Context: an optimization exercise on an open-source flow, tuned for small area. The choices shown serve that exercise and are no tape-out recipe.
Only simulation tests tie the RTL to the original design; equivalence was not proved.
Power figures rest on the tool's default switching activity, not on a simulated workload.

==> flow/design.v, too long to show whole: its modules and the start of the top module <==
// module fir_lowpass: 1911 lines
// module fir_fa: 4 lines
// module fir_ha: 4 lines
// module fir_and: 3 lines
// module fir_inv: 3 lines
module fir_lowpass #(
    parameter DATA_WIDTH = 16
) (
    input signed [DATA_WIDTH-1:0] i2s_data_in,
    output reg signed [(DATA_WIDTH+16)-1:0] i2s_data_out,
    input clk,
    input resetn
);
  // ...
==> flow/flow/run.sh <==
#!/bin/bash
set -euo pipefail
export CTS_ARGS="-sink_clustering_enable -repair_clock_nets -sink_clustering_size 18 -sink_clustering_max_diameter 55 -dont_use_dummy_load -buf_list sky130_fd_sc_hd__clkbuf_8"
export BUFFER_PORTS_ARGS="-buffer_cell sky130_fd_sc_hd__buf_1"
bash standard.sh finish > standard.log 2>&1
==> flow/standard.sh <==
#!/bin/bash
# synth_recipe.tcl (not shown) runs the flow's synth.tcl, then flattens the netlist and writes it again
# the make line also repeats each setting of config.mk as NAME=value (left out here)
make -C /OpenROAD-flow-scripts/flow DESIGN_CONFIG=/design/flow/config.mk WORK_HOME=/design/flow/orfs CLKGATE_MAP_FILE= SYNTH_SCRIPT=/design/flow/synth_recipe.tcl "${@:-finish}"
==> flow/config.mk <==
export PLATFORM = sky130hd
export DESIGN_NAME = fir_lowpass
export DESIGN_NICKNAME = fir_lowpass
export VERILOG_FILES = /design/flow/design.v
export SDC_FILE = /design/flow/constraint.sdc
export NUM_CORES = 4
export LEC_CHECK = 0
export CAP_MARGIN = 20
export CORE_MARGIN = 2
export CORE_UTILIZATION = 60
export CTS_CLUSTER_DIAMETER = 80
export CTS_CLUSTER_SIZE = 30
export GPL_TIMING_DRIVEN = 0
export PLACE_DENSITY = 0.7
export SLEW_MARGIN = 20
export SYNTH_HIERARCHICAL = 1
export SYNTH_MINIMUM_KEEP_SIZE = 0
==> flow/constraint.sdc <==
create_clock -name core_clock -period 8.0 [get_ports {clk}]
set_input_delay 1.6000 -clock core_clock [delete_from_list [all_inputs] [get_ports {clk}]]
set_output_delay 1.6000 -clock core_clock [all_outputs]
set_load 0.01 [all_outputs]
==> results by group, run 1 <==
Cells and area
  – Share of layout cells above drive strength 1: 3.16%
  – Register area: 6690 um2
  – Clock-cell share of area: 1.83%
  – Antenna diode count: 0
  – Commonest cells after routing, fill and taps aside: 755 x fa_1, 334 x dfxtp_1, 170 x inv_1
  – Count of non-filler cells in the finished layout: 2274

Synthesis
  – Number of synthesized flops with an enable pin: 0
  – Syn avg cell area: 15.0 um2
  – Summed instance area of the synthesized netlist: 24900 um2
  – Yosys top cell area share: 61.3%

Drt
  – Uppermost metal layer occupied by signal nets: met4
  – Post-route met1 wirelength: 23400 um
  – Routed via count: 12900

Setup path
  – Beginning of the worst register-to-register path: r5[0]$_DFF_P_
  – CP max stage delay: 750 ps
  – Reg-to-reg setup timing slack: 200 ps
  – Arrival time reported for the critical path endpoint: 8230 ps
  – Type of the worst setup path: flop to flop

Place
  – Post-place setup slack: 85.5 ps

Clock tree
  – Buffer type at the clock tree root: clkbuf_8
  – Clock slew at reported path FFs: 90 ps

Worst hold path
  – Number of instances on the worst hold path: 0

GRT
  – Layer carrying the most global-route usage: met2
  – All-layer global routing usage: 30.6%
  – Via count of the first global-routing pass: 15100

Power and ir drop
  – P_comb: 0.00700 W
  – Combinational share of power: 70.7%
  – Maximum ir drop on the vdd rail: 0.777 mV

Outcome
  – Status: finished clean

Die
  – Die area: 43200 um2
  – Cell Rows: 74
  – Die Ht: 208 um

Timing
  – Hold_ws: 294 ps
  – Worst clock skew on the final layout: 115 ps
==> run 2, diff against run 1 <==
==> flow/flow/run.sh (replaced) <==
#!/bin/bash
set -euo pipefail
export CTS_ARGS="-sink_clustering_enable -repair_clock_nets -sink_clustering_size 18 -sink_clustering_max_diameter 55 -dont_use_dummy_load -buf_list sky130_fd_sc_hd__clkbuf_8"
export BUFFER_PORTS_ARGS="-buffer_cell sky130_fd_sc_hd__buf_1"
bash standard.sh REMOVE_ABC_BUFFERS=1 finish > standard.log 2>&1
==> run 2 against run 1 <==
Synthesized cell count is the same. Sequential share of layout area is essentially flat. Hold slack gained 20 ps. Maximum frequency up 0.38%. Clock power barely moved. Global-route usage shrank 1.8 points. Core utilization barely moved. Cell count down 0.84%. Critical path type unchanged. Largest power group unchanged.
==> results by group, run 2 <==
Timing
  – Number of slew-limit violations in the final report: 0
  – Total Negative Setup Slacks: 0 ps
  – Peak clock frequency supported by timing: 0.129 GHz
  – Hold_ws: 314 ps (+20.2 ps)
  – Unrepaired setup endpoints after global routing: no
  – Final Hold Viols: 0
  – Final setup vio count: 0
  – Worst rel slew slack: 27.9%
  – Worst clock skew on the final layout: 96.1 ps (-19.0 ps)
  – Time the final worst path needs with I/O delays and setup: 7770 ps
  – Post-route clock period utilization: 97.1%
  – Transition time of the tightest slew-check pin: 1080 ps

Synthesis
  – Syn avg cell area: 15.0 um2 (unchanged)
  – Share of async-settable or async-resettable flops after synthesis: 0%
  – Synthesized flop and latch total: 334
  – Summed instance area of the synthesized netlist: 24900 um2 (unchanged)
  – Synthesized instance count: 1658
  – Number of distinct library cells after synthesis: 56
  – Count of warnings emitted by yosys: 7
  – Biggest area consumer among synthesized cells: fa_1
  – Yosys top cell area share: 61.3% (unchanged)
  – Count leader, synth: fa_1
  – Synth top cells by count: 764 x fa_1, 334 x dfxtp_1, 170 x inv_1, 91 x nand2_1, 82 x nor2_1
  – Top cells by area, synth: fa_1 61%, dfxtp_1 27%, inv_1 2.6%
  – Number of synthesized flops with an enable pin: 0 (unchanged)
  – Share of the yosys chip area belonging to registers: 26.8%
  – Top FF cell, synth: dfxtp_1

Clock tree
  – H-tree levels: 2
  – Number of sinks driven by the clock tree: 334
  – Clock latency reported for the late side of the worst-skew pair: 620 ps
  – Total CTS buffers: 35
  – CTS tree: built
  – Post-CTS Hold Fix Bufs: 0
  – Buffer type at the clock tree root: clkbuf_8
  – Clock slew at reported path FFs: 100 ps (about the same)
  – Clk buf depth: 3

Setup path
  – Endpoint required time on the critical path: 8450 ps
  – Type of the worst setup path: flop to flop
  – Type of element launching the critical path: flop
  – Arrival time reported for the critical path endpoint: 8220 ps (about the same)
  – Crit-path max FO: 5
  – Critical path endpoint category: flop

Cells and area
  – Largest register by flop count: i2s_data_out
  – Cell area after layout: 26300 um2
  – Flip-flop count of the largest register after layout: 32
  – Fin util: 64.2%
  – Antenna diode count: 0 (unchanged)
  – Commonest cells after routing, fill and taps aside: 757 x fa_1, 333 x dfxtp_1, 169 x inv_1
  – Synth-to-layout area growth: 5.35%
  – Share of layout cells above drive strength 1: 3.60% (+0.44 points)
  – Count of non-filler cells in the finished layout: 2255 (-0.84%)
  – Most common cell after layout, fill and taps aside: fa_1
  – Post-layout nets: 2551
  – Count of filler cells inserted in the layout: 3058

Power and ir drop
  – Maximum ir drop on the vdd rail: 0.784 mV (+0.83%)
  – Power density relative to cell area: 368 nW/um2
  – Leakage power: 10.8 nW

Drt
  – Post-route DRC: 0
  – Detailed-routing iteration count for the pre-antenna-repair pass: 5
  – Routed via count: 12800 (-0.91%)
  – Via-to-Cell Ratio: 5.69
  – Iteration-0 DRC count of the detailed router: 926
  – Post-DRT Antenna Nets: 0
  – Routed WL per cell: 25.4 um
  – Sum of routed wire length over all layers: 57200 um

Place
  – Final HPWL from detailed placement: 50600 um
  – Count of input and output buffers: 49
  – Placed cell areas: 25700 um2
  – Placed insts: 2214
  – Routability congestion estimate: 0.947

Die
  – # IOs: 50
  – Cell Rows: 74 (unchanged)
  – Initial standard-cell utilization of the core: 61.0%
  – Die Ht: 208 um (unchanged)
  – Die Span X: 208 um
  – Die area: 43200 um2 (unchanged)
  – Core footprint: 40900 um2

GRT
  – Via count of the first global-routing pass: 15100 (+0.20%)
  – All-layer global routing usage: 28.8% (-1.8 points)
  – Grt ovf: 0
  – Initial antenna violation count: 0
  – First-pass GRT wire length: 89100 um
  – Largest net degree at the start of global routing: 39

Worst hold path
  – Worst hold-check path type: flop to flop

Job
  – Number of maximum-capacitance constraint violations: 0

Outcome
  – Status: finished clean
[run 2: cell counts after synthesis]
Identical to the previous run, type by type.
[run 2: path summary, 6_finish.rpt]
kind / startpoint / slack [ps] / to / depth (start not counted)
setup reg to reg: r9[0]$_SDFF_PP0_ / 230 / q22_0$_DFF_P_ / 18
setup / recovery: r9[0]$_SDFF_PP0_ / 230 / q22_0$_DFF_P_ / 18
hold / removal: r2[13]$_SDFF_PP0_ / 310 / r3[13]$_DFF_P_ / 0
hold reg to reg: r2[13]$_SDFF_PP0_ / 310 / r3[13]$_DFF_P_ / 0
[run 2: what timing repair did]
item	4_1_cts	5_1_grt
hold endpoints to repair	0	0
resized for setup	1	7
buffers inserted	0	6
pin swaps	0	2
setup endpoints to repair	1	2
gates cloned	0	0
[run 2: power breakdown]
| part | internal [W] | switching (W) | leakage (nW) |
|---|---|---|---|
| registers | 0.00187 | 0.0000839 | 2.72 |
| clock network | 0.000390 | 0.000555 | 0.252 |
| logic | 0.00281 | 0.00396 | 7.83 |
[run 2: per-layer routing]
metal	up-vias	global-route usage [%]	routed length, um
li1	5165	-	-
met1	7086	37.3	20800
met2	445	47.3	29300
met3	133	6.31	4060
met4	0	13.3	3020
met5	-	0	0
[run 2: area by class of cell]
type | count | area (um2) | share of cell area [%]
Multi-Input combinational cell | 1127 | 17500 | 66.7
Inverter | 170 | 641 | 2.44
Sequential cell | 334 | 6690 | 25.4
Timing Repair Buffer | 57 | 269 | 1.02
Clock buffer | 35 | 482 | 1.83
Tap cell | 532 | 666 | 2.53
[run 2: critical path: stages (launching register included)]
cell and delay [ps]:
dfxtp_1 460, ha_1 270, fa_1 390, fa_1 420
fa_2 710, fa_1 490, fa_1 390, fa_1 420
fa_1 410, fa_1 420, fa_1 500, fa_1 490
inv_1 50, fa_1 400, fa_1 380, fa_1 520
inv_1 60, fa_1 400, fa_1 420
[run 2: stage by stage]
step                      total power [W]  setup slack (ps)
after floorplan                   0.00717               773
after global placement            0.00853              99.6
after detailed placement          0.00872              32.7
after CTS                         0.00970              25.6
after global routing               0.0107             0.506
final                             0.00967               230
[run 2: logic make-up after synthesis]
family	synth area share, %
buffers and inverters	3.00
flip-flops	26.8
AO/OA/AOI/OAI	1.88
adder cells (fa/ha/maj)	63.5
AND/OR/NAND/NOR	4.32
XOR/XNOR	0.316
multiplexers	0.161
[run 2: modules after synthesis, one instance, submodules excluded]
module | flip-flops and latches | area, um2 | copies in the design
fir_ha | 0 | 12.5 | 19
fir_inv | 0 | 3.75 | 1
fir_fa | 0 | 20.0 | 764
fir_and | 0 | 6.26 | 1
fir_lowpass | 334 | 9400 | 1
==> run 3, diff against run 2 <==
--- a/flow/config.mk
+++ b/flow/config.mk
@@ -7,11 +7,11 @@
 export LEC_CHECK = 0
 export CAP_MARGIN = 20
 export CORE_MARGIN = 2
-export CORE_UTILIZATION = 60
+export CORE_UTILIZATION = 70
 export CTS_CLUSTER_DIAMETER = 80
 export CTS_CLUSTER_SIZE = 30
 export GPL_TIMING_DRIVEN = 0
-export PLACE_DENSITY = 0.7
+export PLACE_DENSITY = 0.8
 export SLEW_MARGIN = 20
 export SYNTH_HIERARCHICAL = 1
 export SYNTH_MINIMUM_KEEP_SIZE = 0
==> run 3 against run 2 <==
Hold slack got worse by 37 ps. Clock skew grew 22 ps. Cell count decreased by 3.4%. Non-clock buffer count is 3 lower. Sequential cell count did not move. Core utilization grew 9.8 points. Critical path type unchanged. Largest cell class unchanged.
==> results by group, run 3 <==
Place
  – Count of input and output buffers: 49 (unchanged)
  – Final HPWL from detailed placement: 52200 um (+3.0%)
  – Post-place setup slack: 3.01 ps (-29.7 ps)
  – Placed cell areas: 25600 um2 (-0.35%)
  – Routability congestion estimate: 0.964 (+1.8%)

Power and ir drop
  – Power density relative to cell area: 376 nW/um2 (+2.2%)
  – Leakage power: 10.8 nW (-0.41%)
  – Maximum ir drop on the vdd rail: 0.847 mV (+8.1%)

Synthesis
  – Share of the yosys chip area belonging to registers: 26.8% (unchanged)
  – Count of warnings emitted by yosys: 7 (unchanged)
  – Summed instance area of the synthesized netlist: 24900 um2 (unchanged)
  – Top cells by area, synth: fa_1 61%, dfxtp_1 27%, inv_1 2.6%
  – Biggest area consumer among synthesized cells: fa_1
  – Top FF cell, synth: dfxtp_1
  – Yosys top cell area share: 61.3% (unchanged)
  – Synthesized instance count: 1658 (unchanged)
  – Number of synthesized flops with an enable pin: 0 (unchanged)
  – Synthesized flop and latch total: 334 (unchanged)
  – Share of async-settable or async-resettable flops after synthesis: 0% (unchanged)
  – Synth top cells by count: 764 x fa_1, 334 x dfxtp_1, 170 x inv_1, 91 x nand2_1, 82 x nor2_1
  – Count leader, synth: fa_1
  – Syn avg cell area: 15.0 um2 (unchanged)
  – Number of distinct library cells after synthesis: 56 (unchanged)

Setup path
  – Critical R2R Capture: q22_0$_DFF_P_
  – Beginning of the worst register-to-register path: r9[8]$_SDFF_PP0_
  – Type of element launching the critical path: flop
  – Critical path endpoint category: flop
  – Bufs and invs on worst path: 2 (unchanged)
  – Crit-path max FO: 5 (unchanged)
  – Arrival time reported for the critical path endpoint: 8310 ps (+90 ps)
  – Kind of cell adding the most delay to the critical path: adder cells
  – Max stage delay cell, worst path: fa_2
  – Ordered cell list for the critical path: ha_1, fa_1, fa_2, fa_2, fa_1, fa_1, fa_1, fa_2, fa_1, fa_1, fa_1, inv_1, fa_1, fa_1, inv_1, fa_1, fa_1, fa_1
  – Type of the worst setup path: flop to flop
  – Reg-to-reg setup timing slack: 190 ps (-40 ps)
  – CP dominant cell by count: fa_1
  – Total stage count of the critical path: 18 (unchanged)
  – Reg2Reg Depth: 18 (unchanged)
  – Endpoint required time on the critical path: 8510 ps (+60 ps)
  – CP max stage delay: 720 ps (about the same)

Die
  – Die Ht: 193 um (-7.3%)
  – Initial standard-cell utilization of the core: 70.6% (+9.7 points)
  – # IOs: 50 (unchanged)
  – Core footprint: 35300 um2 (-14%)
  – Die Span X: 193 um (-7.3%)
  – Cell Rows: 69 (-6.8%)
  – Die area: 37200 um2 (-14%)

Clock tree
  – CTS tree: built
  – H-tree levels: 1 (-1)
  – Buffer type at the clock tree root: clkbuf_8
  – Clock latency reported for the late side of the worst-skew pair: 690 ps (+70 ps)
  – Clock slew at reported path FFs: 90 ps (about the same)
  – Number of sinks driven by the clock tree: 334 (unchanged)
  – Total CTS buffers: 31 (-11%)
  – Clk buf depth: 3 (unchanged)

Drt
  – Routed WL per cell: 27.3 um (+7.7%)
  – Detailed-routing iteration count for the pre-antenna-repair pass: 5 (unchanged)
  – Via-to-Cell Ratio: 6.06 (+6.5%)
  – Sum of routed wire length over all layers: 59500 um (+4.0%)
  – Post-DRT Antenna Nets: 0 (unchanged)
  – Iteration-0 DRC count of the detailed router: 971 (+4.9%)
  – Post-route DRC: 0 (unchanged)
  – Routed via count: 13200 (+2.9%)

Timing
  – Total Negative Setup Slacks: 0 ps (unchanged)
  – Transition time of the tightest slew-check pin: 1030 ps (-47.4 ps)
  – Time the final worst path needs with I/O delays and setup: 7810 ps (+38.2 ps)
  – Worst rel slew slack: 31.1% (+3.2 points)
  – Post-route clock period utilization: 97.6% (+0.48 points)
  – Fin worst setup slack: 191 ps (-38.2 ps)
  – Hold_ws: 277 ps (-36.7 ps)
  – Final setup vio count: 0 (unchanged)
  – Number of slew-limit violations in the final report: 0 (unchanged)
  – Worst clock skew on the final layout: 118 ps (+21.7 ps)
  – Peak clock frequency supported by timing: 0.128 GHz (-0.49%)
  – Final Hold Viols: 0 (unchanged)
  – Unrepaired setup endpoints after global routing: no

GRT
  – All-layer global routing usage: 35.7% (+6.8 points)
  – Grt ovf: 0 (unchanged)
  – Initial antenna violation count: 1 (+1)
  – Via count of the first global-routing pass: 15800 (+4.5%)
  – First-pass GRT wire length: 91700 um (+2.8%)
  – Largest net degree at the start of global routing: 44 (+13%)

Cells and area
  – Post-layout nets: 2544 (-0.27%)
  – Cell area after layout: 26100 um2 (-0.60%)
  – Flip-flop count of the largest register after layout: 32 (unchanged)
  – Synth-to-layout area growth: 4.72%
  – Largest register by flop count: i2s_data_out
  – Fin util: 74.0% (+9.8 points)
  – Commonest cells after routing, fill and taps aside: 755 x fa_1, 332 x dfxtp_1, 169 x inv_1
  – Most common cell after layout, fill and taps aside: fa_1
  – Share of layout cells above drive strength 1: 3.38% (-0.22 points)

Worst hold path
  – Worst hold-check path type: flop to flop
  – Launch instance of the worst min-delay path: r6[7]$_SDFF_PP0_
  – Number of instances on the worst hold path: 0 (unchanged)
  – End of the worst hold path: r7[7]$_DFF_P_

Job
  – Number of maximum-capacitance constraint violations: 0 (unchanged)

Outcome
  – Status: finished clean
[run 3: how the worst max path moves through the flow]
stage,startpoint,end,slack (ps)
after detailed placement,r9[8]$_SDFF_PP0_,q22_0$_DFF_P_,3
after floorplan,r5[8]$_DFF_P_,q22_0$_DFF_P_,770
after global placement,r9[8]$_SDFF_PP0_,q22_0$_DFF_P_,100
after CTS,r6[0]$_SDFF_PP0_,q22_0$_DFF_P_,80
final,r9[8]$_SDFF_PP0_,q22_0$_DFF_P_,190
after global routing,r9[0]$_SDFF_PP0_,q22_0$_DFF_P_,40
[run 3: layout make-up]
cell class                 count  area (um2)
clock buffer                  31         427
sequential                   334        6690
inverter                     170         641
fill                        2147        9190
tap                          461         577
antenna                        1        2.50
timing repair buffer          54         246
multi-input combinational   1127       17500
[run 3: what timing repair did]
item	CTS	global route
endpoints found under the hold margin	0	0
hold buffers	0	0
endpoints found under the setup margin	1	2
pin swaps	0	1
resized for setup	2	9
buffers inserted	0	3
[run 3: logic make-up (layout without fill, tap and decap cells)]
family,Yosys count,after routing,synth area share [%]
AO/OA/AOI/OAI,67,67,1.88
XOR/XNOR,9,9,0.316
adder cells (fa/ha/maj),808,808,63.5
buffers and inverters,197,255,3.00
flip-flops,334,334,26.8
multiplexers,4,4,0.161
other,0,1,0
AND/OR/NAND/NOR,239,239,4.32
[run 3: power by group]
part / leakage [nW] / switching [W] / internal [W] / total, W
Combinational: 7.82 / 0.00413 / 0.00286 / 0.00698
Sequential: 2.73 / 0.0000834 / 0.00187 / 0.00196
Clock: 0.223 / 0.000546 / 0.000342 / 0.000887
Total: 10.8 / 0.00476 / 0.00507 / 0.00982
[run 3: through the flow]
| stage | instances | total power (W) |
|---|---|---|
| floorplan | 1631 | 0.00717 |
| global placement | 2141 | 0.00847 |
| detailed placement | 2143 | 0.00883 |
| CTS | 2174 | 0.00974 |
| global route | 2178 | 0.0107 |
| finish | 2178 | 0.00982 |
[run 3: routing by layer]
layer  share of wire [%]  vias up  GRT usage (%)
met2                  51      640           59.1
met4                 7.5        0           21.5
li1                    -     5140              -
met1                  33     7226           43.2
met3                 8.3      193           8.11
met5                   0        -              0
[run 3: per-module statistics from Yosys (local to each module, per instance)]
| module | flip-flops and latches | times used | area, um2 |
|---|---|---|---|
| fir_ha | 0 | 19 | 12.5 |
| fir_lowpass | 334 | 1 | 9400 |
| fir_inv | 0 | 1 | 3.75 |
| fir_fa | 0 | 764 | 20.0 |
| fir_and | 0 | 1 | 6.26 |
==> run 4, diff against run 3 <==
==> flow/flow/run.sh (replaced) <==
#!/bin/bash
set -euo pipefail
export CTS_ARGS="-sink_clustering_enable -repair_clock_nets -sink_clustering_size 18 -sink_clustering_max_diameter 55 -dont_use_dummy_load -buf_list sky130_fd_sc_hd__clkbuf_8"
export BUFFER_PORTS_ARGS="-buffer_cell sky130_fd_sc_hd__buf_1"
bash standard.sh finish > standard.log 2>&1
==> run 4 against run 3 <==
Combinational power about the same. Global-route usage decreased by 0.30 points. Register-to-register slack improved by 20 ps. Core utilization increased by 0.064 points. Sequential power about the same. Total power decreased by 0.46%. Non-clock buffer count increased by 22. Maximum frequency increased by 0.23%. Sequential share of layout area about the same. Synthesized cell count unchanged. First-iteration DRC count decreased by 6.7%. Clock power decreased by 0.9%.
==> results by group, run 4 <==
Drt
  – Via-to-Cell Ratio: 5.97 (-1.5%)
  – Iteration-0 DRC count of the detailed router: 906 (-6.7%)
  – Routed WL per cell: 26.8 um (-1.8%)
  – Routed via count: 13100 (-0.50%)
  – Detailed-routing iteration count for the pre-antenna-repair pass: 5 (unchanged)
  – Post-route DRC: 0 (unchanged)
  – Post-DRT Antenna Nets: 0 (unchanged)
  – Sum of routed wire length over all layers: 59000 um (-0.88%)

Cells and area
  – Largest register by flop count: i2s_data_out
  – Commonest cells after routing, fill and taps aside: 759 x fa_1, 334 x dfxtp_1, 170 x inv_1
  – Count of filler cells inserted in the layout: 2259 (+5.2%)
  – Post-layout nets: 2566 (+0.86%)
  – Flip-flop count of the largest register after layout: 32 (unchanged)
  – Register area: 6690 um2 (about the same)
  – Synth-to-layout area growth: 4.81% (about the same)
  – Share of layout cells above drive strength 1: 2.70% (-0.68 points)
  – Multi-input combinational cell area: 17500 um2 (about the same)
  – Antenna diode count: 0 (-1)
  – Most common cell after layout, fill and taps aside: fa_1

Synthesis
  – Number of synthesized flops with an enable pin: 0 (unchanged)
  – Count of warnings emitted by yosys: 7 (unchanged)
  – Share of async-settable or async-resettable flops after synthesis: 0% (unchanged)
  – Synthesized instance count: 1658 (unchanged)
  – Summed instance area of the synthesized netlist: 24900 um2 (unchanged)
  – Yosys top cell area share: 61.3% (unchanged)
  – Top cells by area, synth: fa_1 61%, dfxtp_1 27%, inv_1 2.6%
  – Top FF cell, synth: dfxtp_1
  – Synth top cells by count: 764 x fa_1, 334 x dfxtp_1, 170 x inv_1, 91 x nand2_1, 82 x nor2_1
  – Number of distinct library cells after synthesis: 56 (unchanged)
  – Synthesized flop and latch total: 334 (unchanged)
  – Biggest area consumer among synthesized cells: fa_1
  – Count leader, synth: fa_1
  – Syn avg cell area: 15.0 um2 (unchanged)
  – Share of the yosys chip area belonging to registers: 26.8% (unchanged)

Clock tree
  – Clk buf depth: 3 (unchanged)
  – Total CTS buffers: 31 (unchanged)
  – Clock latency reported for the late side of the worst-skew pair: 670 ps (-20 ps)
  – H-tree levels: 1 (unchanged)
  – Post-CTS Hold Fix Bufs: 0 (unchanged)
  – Clock slew at reported path FFs: 110 ps (+20 ps)
  – Number of sinks driven by the clock tree: 334 (unchanged)
  – CTS tree: built
  – Buffer type at the clock tree root: clkbuf_8

Setup path
  – Kind of cell adding the most delay to the critical path: adder cells
  – Total stage count of the critical path: 18 (unchanged)
  – Crit-path max FO: 5 (unchanged)
  – Bufs and invs on worst path: 2 (unchanged)
  – Arrival time reported for the critical path endpoint: 8290 ps (-20 ps)
  – Type of the worst setup path: flop to flop
  – CP max stage delay: 970 ps (+250 ps)
  – Max stage delay cell, worst path: fa_1
  – Beginning of the worst register-to-register path: r6[0]$_SDFF_PP0_
  – Ordered cell list for the critical path: ha_1, fa_1, fa_1, fa_1, fa_1, fa_1, fa_1, fa_1, fa_1, fa_1, fa_1, inv_1, fa_1, fa_1, inv_1, fa_1, fa_1, fa_1
  – Endpoint required time on the critical path: 8500 ps (about the same)
  – Reg-to-reg setup timing slack: 210 ps (+20 ps)
  – CP dominant cell by count: fa_1
  – Capture point of the critical path: q22_0$_DFF_P_
  – Critical path endpoint category: flop
  – Reg2Reg Depth: 18 (unchanged)
  – Critical R2R Capture: q22_0$_DFF_P_
  – Crit. Startpoint: r6[0]$_SDFF_PP0_
  – Type of element launching the critical path: flop

Timing
  – Number of slew-limit violations in the final report: 0 (unchanged)
  – Worst clock skew on the final layout: 87.7 ps (-30.1 ps)
  – Peak clock frequency supported by timing: 0.128 GHz (+0.23%)
  – Unrepaired setup endpoints after global routing: no
  – Total Negative Setup Slacks: 0 ps (unchanged)
  – Post-route clock period utilization: 97.4% (-0.22 points)
  – Final setup vio count: 0 (unchanged)
  – Transition time of the tightest slew-check pin: 923 ps (-110 ps)
  – Fin worst setup slack: 209 ps (+17.8 ps)
  – Worst rel slew slack: 38.4% (+7.4 points)
  – Time the final worst path needs with I/O delays and setup: 7790 ps (-17.8 ps)
  – Final Hold Viols: 0 (unchanged)

Job
  – Number of maximum-capacitance constraint violations: 0 (unchanged)

GRT
  – Via count of the first global-routing pass: 15300 (-3.5%)
  – Initial antenna violation count: 0 (-1)
  – All-layer global routing usage: 35.4% (-0.30 points)
  – First-pass GRT wire length: 90300 um (-1.5%)
  – Grt ovf: 0 (unchanged)
  – Largest net degree at the start of global routing: 19 (-57%)

Die
  – Die Ht: 193 um (unchanged)
  – Cell Rows: 69 (unchanged)
  – Die area: 37200 um2 (unchanged)
  – Die Span X: 193 um (unchanged)
  – # IOs: 50 (unchanged)
  – Initial standard-cell utilization of the core: 70.6% (unchanged)
  – Core footprint: 35300 um2 (unchanged)

Power and ir drop
  – Leakage power: 10.8 nW (about the same)
  – Power density relative to cell area: 374 nW/um2 (-0.55%)
  – Total design power: 0.00978 W (-0.46%)
  – Maximum ir drop on the vdd rail: 0.739 mV (-13%)

Place
  – Post-place setup slack: 106 ps (+103 ps)
  – Count of input and output buffers: 49 (unchanged)
  – Routability congestion estimate: 0.990 (+2.7%)
  – Final HPWL from detailed placement: 52500 um (+0.56%)

Worst hold path
  – Worst hold-check path type: flop to flop

Outcome
  – Status: finished clean
run 4: cell types whose count changed in the layout (fill, tap and decap cells not counted), moves of 2 or more:
cell      before  now
buf_1         49   54
dfxtp_2        2    0
dfxtp_1      332  334
clkbuf_1       0   19
buf_12         2    0
fa_1         755  759
fa_2           9    5
run 4: worst min path at each step:
| stage | end | slack (ps) | start | cells past startpoint |
|---|---|---|---|---|
| after detailed placement | r1[8]$_DFF_P_ | 310 | r0[8]$_SDFF_PN1_ | 0 |
| after floorplan | r1[0]$_DFF_P_ | 310 | r0[0]$_SDFF_PN1_ | 0 |
| final | r1[12]$_DFF_P_ | 300 | r0[12]$_SDFF_PN1_ | 0 |
| after global routing | r1[12]$_DFF_P_ | 300 | r0[12]$_SDFF_PN1_ | 0 |
| after global placement | r1[7]$_DFF_P_ | 310 | r0[7]$_SDFF_PN1_ | 0 |
| after CTS | r1[11]$_DFF_P_ | 310 | r0[11]$_SDFF_PN1_ | 0 |
run 4: through the flow:
stage	hold slack [ps]	instances	cell area (um2)	util [%]
floorplan	310	1658	24900	-
global placement	312	2168	25700	72.8
detailed placement	312	2168	25700	72.8
CTS	306	2199	26100	74.0
global route	304	2199	26100	74.0
finish	301	2199	26100	74.0
run 4: per-layer routing:
layer | GRT usage, % | part of all wire (%)
met1 | 46.9 | 36
met5 | 0 | 0
met3 | 7.47 | 8.1
met4 | 19.4 | 7.0
met2 | 55.8 | 49
run 4: what timing repair did:
item,in CTS,in global routing
buffers inserted,0,0
gates resized for setup,0,5
endpoints found under the setup margin,0,2
run 4: area by class of cell:
type | count | area share, %
inverters | 170 | 2.44
flip-flops and latches | 334 | 25.6
well taps | 461 | 2.21
repair buffers | 49 | 0.703
clock buffers | 31 | 1.63
multi-input cells | 1127 | 67.0
plain buffers | 27 | 0.421
run 4: power by group:
group          switching [W]  total, W  internal (W)
Clock               0.000537  0.000879      0.000342
Combinational        0.00411   0.00695       0.00284
Sequential         0.0000817   0.00195       0.00187
run 4: per-module statistics from Yosys, one instance, submodules excluded:
module       flops+latches  times used  area, um2
fir_ha                   0          19       12.5
fir_fa                   0         764       20.0
fir_and                  0           1       6.26
fir_lowpass            334           1       9400
fir_inv                  0           1       3.75
run 4: cells by family after synthesis:
group | Yosys count | share of synthesized area (%)
compound gates | 67 | 1.88
xor+xnor | 9 | 0.316
fa+ha+maj | 808 | 63.5
buf+inv | 197 | 3.00
flops | 334 | 26.8
mux | 4 | 0.161
simple gates | 239 | 4.32

separate check: timing with driven ports:
In the flow no input, the clock included, has a driving cell. The finished layouts below were timed again as built, in two steps. Step 1: set_driving_cell puts a clkbuf_16 on clk and a buf_2 on each other input, an assumption about the parent block. Step 2 adds t to the input delays and takes it off the output delays; t is the mean of the earliest and latest rising clock arrival at the registers after step 1. Input paths then give back, and output paths get back, about the clock's delay inside the block. Three values: ideal, step 1, step 2; two values: the first two.
| run | t, ns | setup WS [ns] | worst setup path at the end | clock arrival spread, ns | cell pins on the clock port's net |
|---|---|---|---|---|---|
| run 1 | 0.630 | 0.200 / 0.200 / 0.200 | register to register | 0.115 / 0.115 | 1 |
| run 2 | 0.623 | 0.230 / 0.230 / 0.230 | register to register | 0.097 / 0.097 | 1 |
| run 3 | 0.683 | 0.191 / 0.191 / 0.191 | register to register | 0.122 / 0.122 | 1 |
| run 4 | 0.680 | 0.209 / 0.209 / 0.209 | register to register | 0.087 / 0.088 | 1 |
After both steps setup and hold are still met in every run listed.
